Background: an optimization exercise with open tools, aiming at small area. Do not read the settings as production practice.
Only simulation tests tie the RTL to the original design; equivalence was not proved.
Power and IR drop assume default switching activity.

// dac8734_ctrl
module dac8734_ctrl(
    input  wire       clk,
    input  wire       reset,
    input  wire       uart_rxd,
    output wire       uart_txd,
    output wire       sck,
    output wire [7:0] cs,
    output wire       io_out,
    output wire       io_oe,
    output wire       ldac_n
);
localparam NUM_CS = 8;
localparam C_IDN = 0, C_TEST = 1, C_WRITE_REG = 2, C_SET_CONFIG = 3, C_RESET = 4,
           C_LDAC = 5, C_LDAC_LENGTH = 6, C_ADJ_INTENSITY = 7, C_READ_INTENSITY = 8,
           C_CAPTURE_BTF = 9, C_BTF_READ_COUNT = 10, C_READ_BTF = 11,
           C_UPDATE_BITS = 12, C_READ_BITS = 13;
localparam [2:0] K_IDN = 3'd2, K_TEST = 3'd3, K_WLEN = 3'd4, K_LED = 3'd5,
                 K_UNK = 3'd6, K_PAT = 3'd7;
wire [31:0] BTF_Buffer;       
wire [7:0] B_out;
wire [4:0] B_k;
wire btf_wr, btf_commit;
wire [7:0] btf_byte;
wire btf_capture;
wire upd_set;
wire [4:0] cap_rd_j;
wire [7:0] cap_rd_byte;
wire [5:0] BTF_Length;
wire [13:0] CMD_Hit;
wire CMD_Ready;
wire esc_char_detected;
wire [1:0] esc_char;
wire wrong_format;
data_receiver receiver(
    .RxD                                (uart_rxd),
    .clk                                (clk),
    .rst                                (reset),
    .btf_wr                             (btf_wr),
    .btf_byte                           (btf_byte),
    .btf_commit                         (btf_commit),
    .BTF_Length                         (BTF_Length),
    .CMD_Hit                            (CMD_Hit),
    .CMD_Ready                          (CMD_Ready),
    .esc_char_detected                  (esc_char_detected),
    .esc_char                           (esc_char),
    .wrong_format                       (wrong_format)
);
btf_rings rings(
    .clk                                (clk),
    .rst                                (reset),
    .rx_wr                              (btf_wr),
    .rx_byte                            (btf_byte),
    .commit                             (btf_commit),
    .capture                            (btf_capture),
    .s_ok                               (spi_loading),
  ...
export LEC_CHECK = 0
export CAP_MARGIN = 20
export CORE_MARGIN = 2
export CORE_UTILIZATION = 40
export CTS_CLUSTER_DIAMETER = 100
export CTS_CLUSTER_SIZE = 25
export SLEW_MARGIN = 20
create_clock -name core_clock -period 10.0 [get_ports {clk}]
run.sh (not shown) runs the stock make flow with config.mk's settings and CLKGATE_MAP_FILE= SYNTH_SCRIPT=/design/flow/synth_recipe.tcl, a recipe that flattens the netlist after the stock synthesis.
The first run finished with timing, DRC and antenna clean.
==> next run, changes <==
--- a/flow/design.v
+++ b/flow/design.v
@@ -128,40 +128,32 @@
     input  wire       rst,
     input  wire [7:0] din,
     input  wire       wr_en,
     input  wire       rd_en,
     output wire [7:0] dout,
     output wire       empty
 );
 reg [511:0] mem;
 reg [6:0] count;
-reg [5:0] wptr;
-reg [7:0] slot0;
 wire full = count[6];
 assign empty = (count == 7'd0);
 wire [5:0] head = count[5:0] - 6'd1;
-assign dout = empty ? slot0 : mem[8*head +: 8];
+assign dout = mem[8*head +: 8];
 wire wr = wr_en && !full;
 wire rd = rd_en && !empty;
 always @(posedge clk)
-    if (wr && !rst) begin
+    if (wr && !rst)
         mem <= {mem[503:0], din};
-        if (wptr == 6'd0) slot0 <= din;
-    end
 always @(posedge clk)
-    if (rst) begin
+    if (rst)
         count <= 7'd0;
-        wptr <= 6'd0;
-    end
-    else begin
+    else
         count <= count + {6'd0, wr} - {6'd0, rd};
-        if (wr) wptr <= wptr + 6'd1;
-    end
 endmodule
 `timescale 1ns / 1ps
 module data_receiver
     #(
       parameter BTF_RX_BUFFER_COUNT_WIDTH = 6,
       parameter BTF_RX_BUFFER_BYTES = 32,
       parameter BTF_RX_BUFFER_WIDTH = 8 * BTF_RX_BUFFER_BYTES
       )
     (
@@ -253,47 +245,32 @@
     localparam [8*14-1:0] S8  = "ADJ INTENSITY";
     localparam [8*14-1:0] S9  = "READ INTENSITY";
     localparam [8*14-1:0] S10 = "CAPTURE BTF";
     localparam [8*14-1:0] S11 = "BTF READ COUNT";
     localparam [8*14-1:0] S12 = "READ BTF";
     localparam [8*14-1:0] S13 = "UPDATE BITS";
     localparam [8*14-1:0] S14 = "READ BITS";
     localparam [8*14*NCMD-1:0] SALL = {S14, S13, S12, S11, S10, S9, S8, S7, S6, S5, S4, S3, S2, S1};
     localparam [4*NCMD-1:0] LALL = {4'd9, 4'd11, 4'd8, 4'd14, 4'd11, 4'd14, 4'd13, 4'd11, 4'd4, 4'd5, 4'd10, 4'd9, 4'd6, 4'd5};
-    reg [3:0] cmd_k;
-    wire [NCMD-1:0] first_hit;    
-    wire [NCMD-1:0] next_ok;      
+    reg [NCMD-1:0] cmd_match;
+    wire [NCMD-1:0] cmd_match_next;
+    wire [NCMD-1:0] cmd_hit;
     genvar gk, gp;
     generate
         for (gk = 0; gk < NCMD; gk = gk + 1) begin : match_gen
             localparam [3:0] LEN = LALL[4*gk +: 4];
             wire [LEN-1:0] pos_ok;
-            assign pos_ok[0] = 1'b0;
-            for (gp = 1; gp < LEN; gp = gp + 1) begin : pos_gen
+            for (gp = 0; gp < LEN; gp = gp + 1) begin : pos_gen
                 assign pos_ok[gp] = (cmd_actual_byte_count == gp) &&
                                     (usbdata == SALL[8*14*gk + 8*(LEN-1-gp) +: 8]);
             end
-            assign first_hit[gk] = (cnt_rem[3:0] == LEN) && (usbdata == SALL[8*14*gk + 8*(LEN-1) +: 8]);
-            assign next_ok[gk] = (cmd_k == gk + 1) && (|pos_ok);
-        end
-    endgenerate
-    reg [3:0] k_first;
-    integer ki;
-    always @(*) begin
-        k_first = 4'd0;
-        for (ki = 0; ki < NCMD; ki = ki + 1)
-            if (first_hit[ki]) k_first = k_first | (ki + 1);
-    end
-    wire k_ok = |next_ok;
-    wire [NCMD-1:0] cmd_hit;
-    generate
-        for (gk = 0; gk < NCMD; gk = gk + 1) begin : hit_gen
-            assign cmd_hit[gk] = (cmd_k == gk + 1);
+            assign cmd_match_next[gk] = cmd_match[gk] & (|pos_ok);
+            assign cmd_hit[gk] = cmd_match[gk] & (cmd_actual_byte_count == LEN);
         end
     endgenerate
     assign CMD_Hit = cmd_hit;
     always @ (posedge clk)
         if (rst) begin
             main_state <= MAIN_IDLE;
             wrong_format <= 1'b0;
             BTF_Length <= 0;
         end
@@ -440,20 +417,24 @@
                 MAIN_WRONG_FORMAT: begin
                         wrong_format <= 1'b1;
                         main_state <= MAIN_IDLE;
                     end
                 default:
                     main_state <= MAIN_IDLE;
             endcase
         end
     always @ (posedge clk)
-        if (!rst && !esc_char_detected && usbready && main_state == MAIN_CMD_READ_ASCII_STRING)
-            cmd_k <= (cmd_actual_byte_count == 4'd0) ? k_first : (k_ok ? cmd_k : 4'd0);
+        if (!rst && !esc_char_detected && usbready) begin
+            if (main_state == MAIN_CMD_READ_BYTE_COUNT)
+                cmd_match <= {NCMD{1'b1}};
+            else if (main_state == MAIN_CMD_READ_ASCII_STRING)
+                cmd_match <= cmd_match_next;
+        end
 endmodule
 module btf_rings(
     input clk,
     input rst,
     input rx_wr,              
     input [7:0] rx_byte,      
     input commit,             
     input capture,            
     input s_ok,               
Outcome:
- sequential power barely changes
- clock power barely changes
- cell area went down slightly
- hold slack improves by 8.2 ps
- global-route usage stays flat

dac8734_ctrl again, from the RTL that the note above started with.
==> module tx_fifo, before the edit <==
module tx_fifo (
    input  wire       clk,
    input  wire       rst,
    input  wire [7:0] din,
    input  wire       wr_en,
    input  wire       rd_en,
    output wire [7:0] dout,
    output wire       empty
);
reg [511:0] mem;
reg [6:0] count;
reg [5:0] wptr;
reg [7:0] slot0;
wire full = count[6];
assign empty = (count == 7'd0);
wire [5:0] head = count[5:0] - 6'd1;
assign dout = empty ? slot0 : mem[8*head +: 8];
wire wr = wr_en && !full;
wire rd = rd_en && !empty;
always @(posedge clk)
    if (wr && !rst) begin
        mem <= {mem[503:0], din};
        if (wptr == 6'd0) slot0 <= din;
    end
always @(posedge clk)
    if (rst) begin
        count <= 7'd0;
        wptr <= 6'd0;
    end
    else begin
        count <= count + {6'd0, wr} - {6'd0, rd};
        if (wr) wptr <= wptr + 6'd1;
    end
endmodule
export LEC_CHECK = 0
export CAP_MARGIN = 20
export CORE_MARGIN = 2
export CORE_UTILIZATION = 40
export CTS_CLUSTER_DIAMETER = 100
export CTS_CLUSTER_SIZE = 25
export SLEW_MARGIN = 20
create_clock -name core_clock -period 10.0 [get_ports {clk}]
standard.sh (not shown) runs the stock make flow with config.mk's settings and CLKGATE_MAP_FILE= SYNTH_SCRIPT=/design/flow/synth_recipe.tcl, a recipe that flattens the netlist after the stock synthesis.
==> flow/flow/run.sh <==
#!/bin/bash
# Own layout flow: the standard layout (standard.sh), except that
# - the standard synthesis maps its combinational logic with an area-oriented
#   ABC script (flow/abc_area.script) instead of ORFS's speed script; the rest
#   of the synthesis, registers included, is unchanged: the only change is
#   the -script argument of yosys's abc call;
# - clock tree synthesis inserts no dummy loads and uses clkbuf_8 above the
#   sink clusters (CTS_ARGS, which ORFS's cts.tcl uses in place of its own).
# Each tool's output goes to a log file of its own in the work folder.
set -euo pipefail
W=$(pwd)
F="$W/flow"

# synthesis script: synth_recipe.tcl with abc's -script argument replaced
{
  echo "proc abc {args} { set i [lsearch \$args -script]; lset args [expr {\$i+1}] {$F/abc_area.script}; yosys abc {*}\$args }"
  cat "$W/synth_recipe.tcl"
} > "$W/own_synth.tcl"

# the standard make command with that synthesis script, for the synthesis only
sed "s#SYNTH_SCRIPT=[^ ]*#SYNTH_SCRIPT=$W/own_synth.tcl#" "$W/standard.sh" > "$W/own_synth.sh"
grep -q "SYNTH_SCRIPT=$W/own_synth.tcl" "$W/own_synth.sh"

bash "$W/own_synth.sh" synth > "$W/synth.log" 2>&1
# the rest of the standard layout, from the floorplan to the final DEF
B=sky130_fd_sc_hd__clkbuf
CTS="-sink_clustering_enable -repair_clock_nets -dont_use_dummy_load -sink_clustering_size 25 -sink_clustering_max_diameter 120 -tree_buf ${B}_8 -root_buf ${B}_8"
bash "$W/standard.sh" "CTS_ARGS=$CTS" finish > "$W/layout.log" 2>&1
test -f "$W/out/final.def"
==> flow/flow/abc_area.script <==
&get -n
&st
&synch2
&dch -f
&nf -R 1000 -p -F 8 -A 4 -a
&put
Rerun with:
--- a/flow/design.v
+++ b/flow/design.v
@@ -132,32 +132,24 @@
     output wire [7:0] dout,
     output wire       empty
 );
 reg [511:0] mem;
 reg [6:0] count;
-reg [5:0] wptr;
-reg [7:0] slot0;
 wire full = count[6];
 assign empty = (count == 7'd0);
 wire [5:0] head = count[5:0] - 6'd1;
-assign dout = empty ? slot0 : mem[8*head +: 8];
+assign dout = mem[8*head +: 8];
 wire wr = wr_en && !full;
 wire rd = rd_en && !empty;
 always @(posedge clk)
-    if (wr && !rst) begin
+    if (wr && !rst)
         mem <= {mem[503:0], din};
-        if (wptr == 6'd0) slot0 <= din;
-    end
 always @(posedge clk)
-    if (rst) begin
+    if (rst)
         count <= 7'd0;
-        wptr <= 6'd0;
-    end
-    else begin
+    else
         count <= count + {6'd0, wr} - {6'd0, rd};
-        if (wr) wptr <= wptr + 6'd1;
-    end
 endmodule
 `timescale 1ns / 1ps
 module data_receiver
     #(
       parameter BTF_RX_BUFFER_COUNT_WIDTH = 6,
Outcome: The new run completed without violations. Worst setup slack is better by 0.33 ns. Utilization is about the same. Clock-buffer cell count is unchanged. Wire length drops by 1.3%. Power goes up by 2.1%. Via count decreases by 1.7%. Cell area falls by 1.2%.

Another version of the RTL of dac8734_ctrl (not shown whole).
Size: about 4400 cells after synthesis, roughly 16 I/O pins.
==> flow/config.mk <==
export PLATFORM = sky130hd
export DESIGN_NAME = dac8734_ctrl
export DESIGN_NICKNAME = dac8734_ctrl
export VERILOG_FILES = /design/flow/design.v
export SDC_FILE = /design/flow/constraint.sdc
export NUM_CORES = 4
export LEC_CHECK = 0
export CAP_MARGIN = 20
export CORE_MARGIN = 2
export CORE_UTILIZATION = 40
export CTS_CLUSTER_DIAMETER = 100
export CTS_CLUSTER_SIZE = 25
export SLEW_MARGIN = 20
==> flow/constraint.sdc <==
create_clock -name core_clock -period 10.0 [get_ports {clk}]
set_input_delay 2.0000 -clock core_clock [delete_from_list [all_inputs] [get_ports {clk}]]
set_output_delay 2.0000 -clock core_clock [all_outputs]
set_load 0.01 [all_outputs]
Scripts as last shown in full above: flow/flow/run.sh, flow/flow/abc_area.script
Edit:
--- a/flow/design.v
+++ b/flow/design.v
@@ -80,30 +80,31 @@
 always @(posedge clk)
 if(Baud8Tick && next_bit && state[3]) RxD_data <= {~RxD_bit_inv, RxD_data[7:1]};
 always @(posedge clk)
 if(rst)
 	RxD_data_ready <= 1'b0;
 else
 	RxD_data_ready <= (Baud8Tick && next_bit && state==4'b0001 && ~RxD_bit_inv);   
 endmodule
-module async_transmitter(clk, rst, TxD_start, TxD_data, TxD, TxD_busy, TxD_hold, TxD_done);
+module async_transmitter(clk, rst, TxD_start, TxD_data, TxD, TxD_busy);
 input clk, rst, TxD_start;
 input [7:0] TxD_data;
 output TxD, TxD_busy;
-output TxD_hold, TxD_done;
 reg [14:0] acc;
 reg BaudTick;
 wire TxD_busy;
 always @(posedge clk)
     if (rst) {BaudTick, acc} <= 16'd0;
     else if (TxD_busy) {BaudTick, acc} <= {1'b0, acc} + 16'd151;
 reg [3:0] state;
 wire TxD_ready = (state==0);
 assign TxD_busy = ~TxD_ready;
+reg [7:0] TxD_dataReg;
+always @(posedge clk) if(TxD_ready & TxD_start) TxD_dataReg <= TxD_data;
 always @(posedge clk)
 if(rst) state <= 4'b0000; else
 case(state)
 	4'b0000: if(TxD_start) state <= 4'b0001;
 	4'b0001: if(BaudTick) state <= 4'b0100;
 	4'b0100: if(BaudTick) state <= 4'b1000;   
 	4'b1000: if(BaudTick) state <= 4'b1001;   
 	4'b1001: if(BaudTick) state <= 4'b1010;   
@@ -112,29 +113,25 @@
 	4'b1100: if(BaudTick) state <= 4'b1101;   
 	4'b1101: if(BaudTick) state <= 4'b1110;   
 	4'b1110: if(BaudTick) state <= 4'b1111;   
 	4'b1111: if(BaudTick) state <= 4'b0010;   
 	4'b0010: if(BaudTick) state <= 4'b0011;   
 	4'b0011: if(BaudTick) state <= 4'b0000;   
 	default: if(BaudTick) state <= 4'b0000;
 endcase
-wire muxbit = TxD_data[state[2:0]];
-assign TxD_hold = (state == 4'd1) || state[3] || state[2] || (TxD_ready && TxD_start);
-assign TxD_done = (state == 4'b1111) && BaudTick;
+wire muxbit = TxD_dataReg[state[2:0]];
 reg TxD;
 always @(posedge clk) if(rst) TxD <= 1'b0; else TxD <= (state<4) | (state[3] & muxbit);
 endmodule
 `timescale 1ns / 1ps
 module tx_fifo (
     input  wire       clk,
     input  wire       rst,      
     input  wire       grst,     
-    input  wire       hold,     
-    input  wire       refresh,  
     input  wire [7:0] din,
     input  wire       wr_en,
     input  wire       rd_en,
     output wire [7:0] dout,
     output wire       empty
 );
 reg [6:0] wr_ptr;
 reg [6:0] rd_ptr;
@@ -171,48 +168,21 @@
     v0 <= acc && !c_in;
     d1 <= d0;
     l1 <= l0;
     v1 <= v0 && !c0;
     d2 <= d1;
     l2 <= l1;
     v2 <= v1 && !c1;
 end
-reg [7:0] hreg;
-reg [7:0] slot0;
-reg [2:0] fwait;
-reg fact;
-assign dout = hreg;
-wire [5:0] hcell = ph - rd_ptr[5:0];
-always @(posedge clk) begin
-    if (acc && wr_ptr[5:0] == 6'd0)
-        slot0 <= din;
-    if (rst && !hold) begin
-        hreg <= slot0;
-        fwait <= 3'd0;
-        fact <= 1'b0;
-    end
-    else if (acc && empty && !hold) begin
-        hreg <= din;
-        fwait <= 3'd0;
-        fact <= 1'b0;
-    end
-    else if (refresh) begin
-        fwait <= 3'd4;
-        fact <= 1'b0;
-    end
-    else if (fwait != 3'd0) begin
-        fwait <= fwait - 3'd1;
-        if (fwait == 3'd1) fact <= 1'b1;
-    end
-    else if (fact && hcell == 6'd63) begin
-        hreg <= ring[511:504];
-        fact <= 1'b0;
-    end
-end
+wire [5:0] H = rd_ptr[5:0];
+wire [5:0] hpos = ph - H;
+assign dout = (v0 && l0 == H) ? d0 :
+              (v1 && l1 == H) ? d1 :
+              (v2 && l2 == H) ? d2 : ring[8*hpos +: 8];
 always @(posedge clk)
     if (grst) ph <= 6'd0;
     else ph <= ph + 6'd1;
 always @(posedge clk) begin
     if (rst) begin
         wr_ptr <= 'd0;
         rd_ptr <= 'd0;
     end
@@ -625,29 +595,26 @@
         if (rst) begin
             TX_buffer1_ready_delay <= 1'b0;
             TX_buffer2_ready_delay <= 1'b0;
         end
         else begin
             TX_buffer1_ready_delay <= TX_buffer1_ready;
             TX_buffer2_ready_delay <= TX_buffer2_ready;
         end
-    wire TxD_hold, TxD_done;
     reg reset_FIFO;
     reg [7:0] FIFO_din;
     reg FIFO_wr_en;
     reg FIFO_rd_en;
     wire [7:0] FIFO_dout;
     wire FIFO_empty;
     tx_fifo transmitter_FIFO(
     .clk(clk),
     .rst(reset_FIFO | rst),
     .grst(rst),
-    .hold(TxD_hold),
-    .refresh(TxD_done),
     .din(FIFO_din),
     .wr_en(FIFO_wr_en),
     .rd_en(FIFO_rd_en),
     .dout(FIFO_dout),
     .empty(FIFO_empty)
   );
     reg [1:0] src;
     reg [6:0] idx;       
@@ -843,17 +810,16 @@
                     end
                 default:
                     main_state <= MAIN_IDLE;
 		endcase
 	end
 	wire TxD_busy;
 	reg TxD_start;
 	async_transmitter TXUSB(.clk(clk), .rst(rst), .TxD(TxD), .TxD_busy(TxD_busy), .TxD_start(TxD_start),
-									.TxD_hold(TxD_hold), .TxD_done(TxD_done),
 									.TxD_data(FIFO_dout));
 	reg [1:0] transmitter_state;
 	localparam [1:0] TX_IDLE = 2'd0;
 	localparam [1:0] TX_WAIT1 = 2'd1;
 	localparam [1:0] TX_WAIT2 = 2'd2;
     always @ (posedge clk)
         if (rst) begin
             transmitter_state <= TX_IDLE;
What happened: Register-to-register slack gets better by 0.38 ns. Cell count is higher by 6.8%. Design area goes up by 7.1%. Synthesized cell count increases by 6.3%. Clock power is about the same.

afterwards: timing with drivers on the ports:
How much do the figures lean on ideal ports? The routed layouts below were timed once more, with nothing changed but the port constraints.
Step 1 assumes that a clkbuf_16 drives the clock port and a buf_2 every other input.
Step 2 adds t to the input delays and takes it off the output delays; t is the mean of the earliest and latest rising clock arrival at the registers after step 1. Input paths then give back, and output paths get back, about the clock's delay inside the block.
Three values: ideal, step 1, step 2; two values: the first two.
run | t (ns) | setup slack, ns | worst setup path at the end | pins driven straight from the clock port
the first run of note 1 | 0.768 | 4.093 / 4.024 / 4.223 | register to register | 1
the second run of note 1 | 0.784 | 3.666 / 3.666 / 3.666 | register to register | 1
the first run of note 2 | 0.890 | 3.687 / 3.687 / 3.687 | register to register | 1
the second run of note 2 | 0.852 | 4.014 / 3.946 / 4.338 | register to register | 1
the first run of note 3 | 0.877 | 3.793 / 3.740 / 3.793 | register to register | 1
the second run of note 3 | 0.888 | 3.925 / 3.857 / 3.903 | input to register | 1
After both steps setup and hold are still met in every run listed. For the second run of note 3, which loses most, drivers alone change the setup slack by -0.068 ns; drivers and shift together by -0.022 ns.
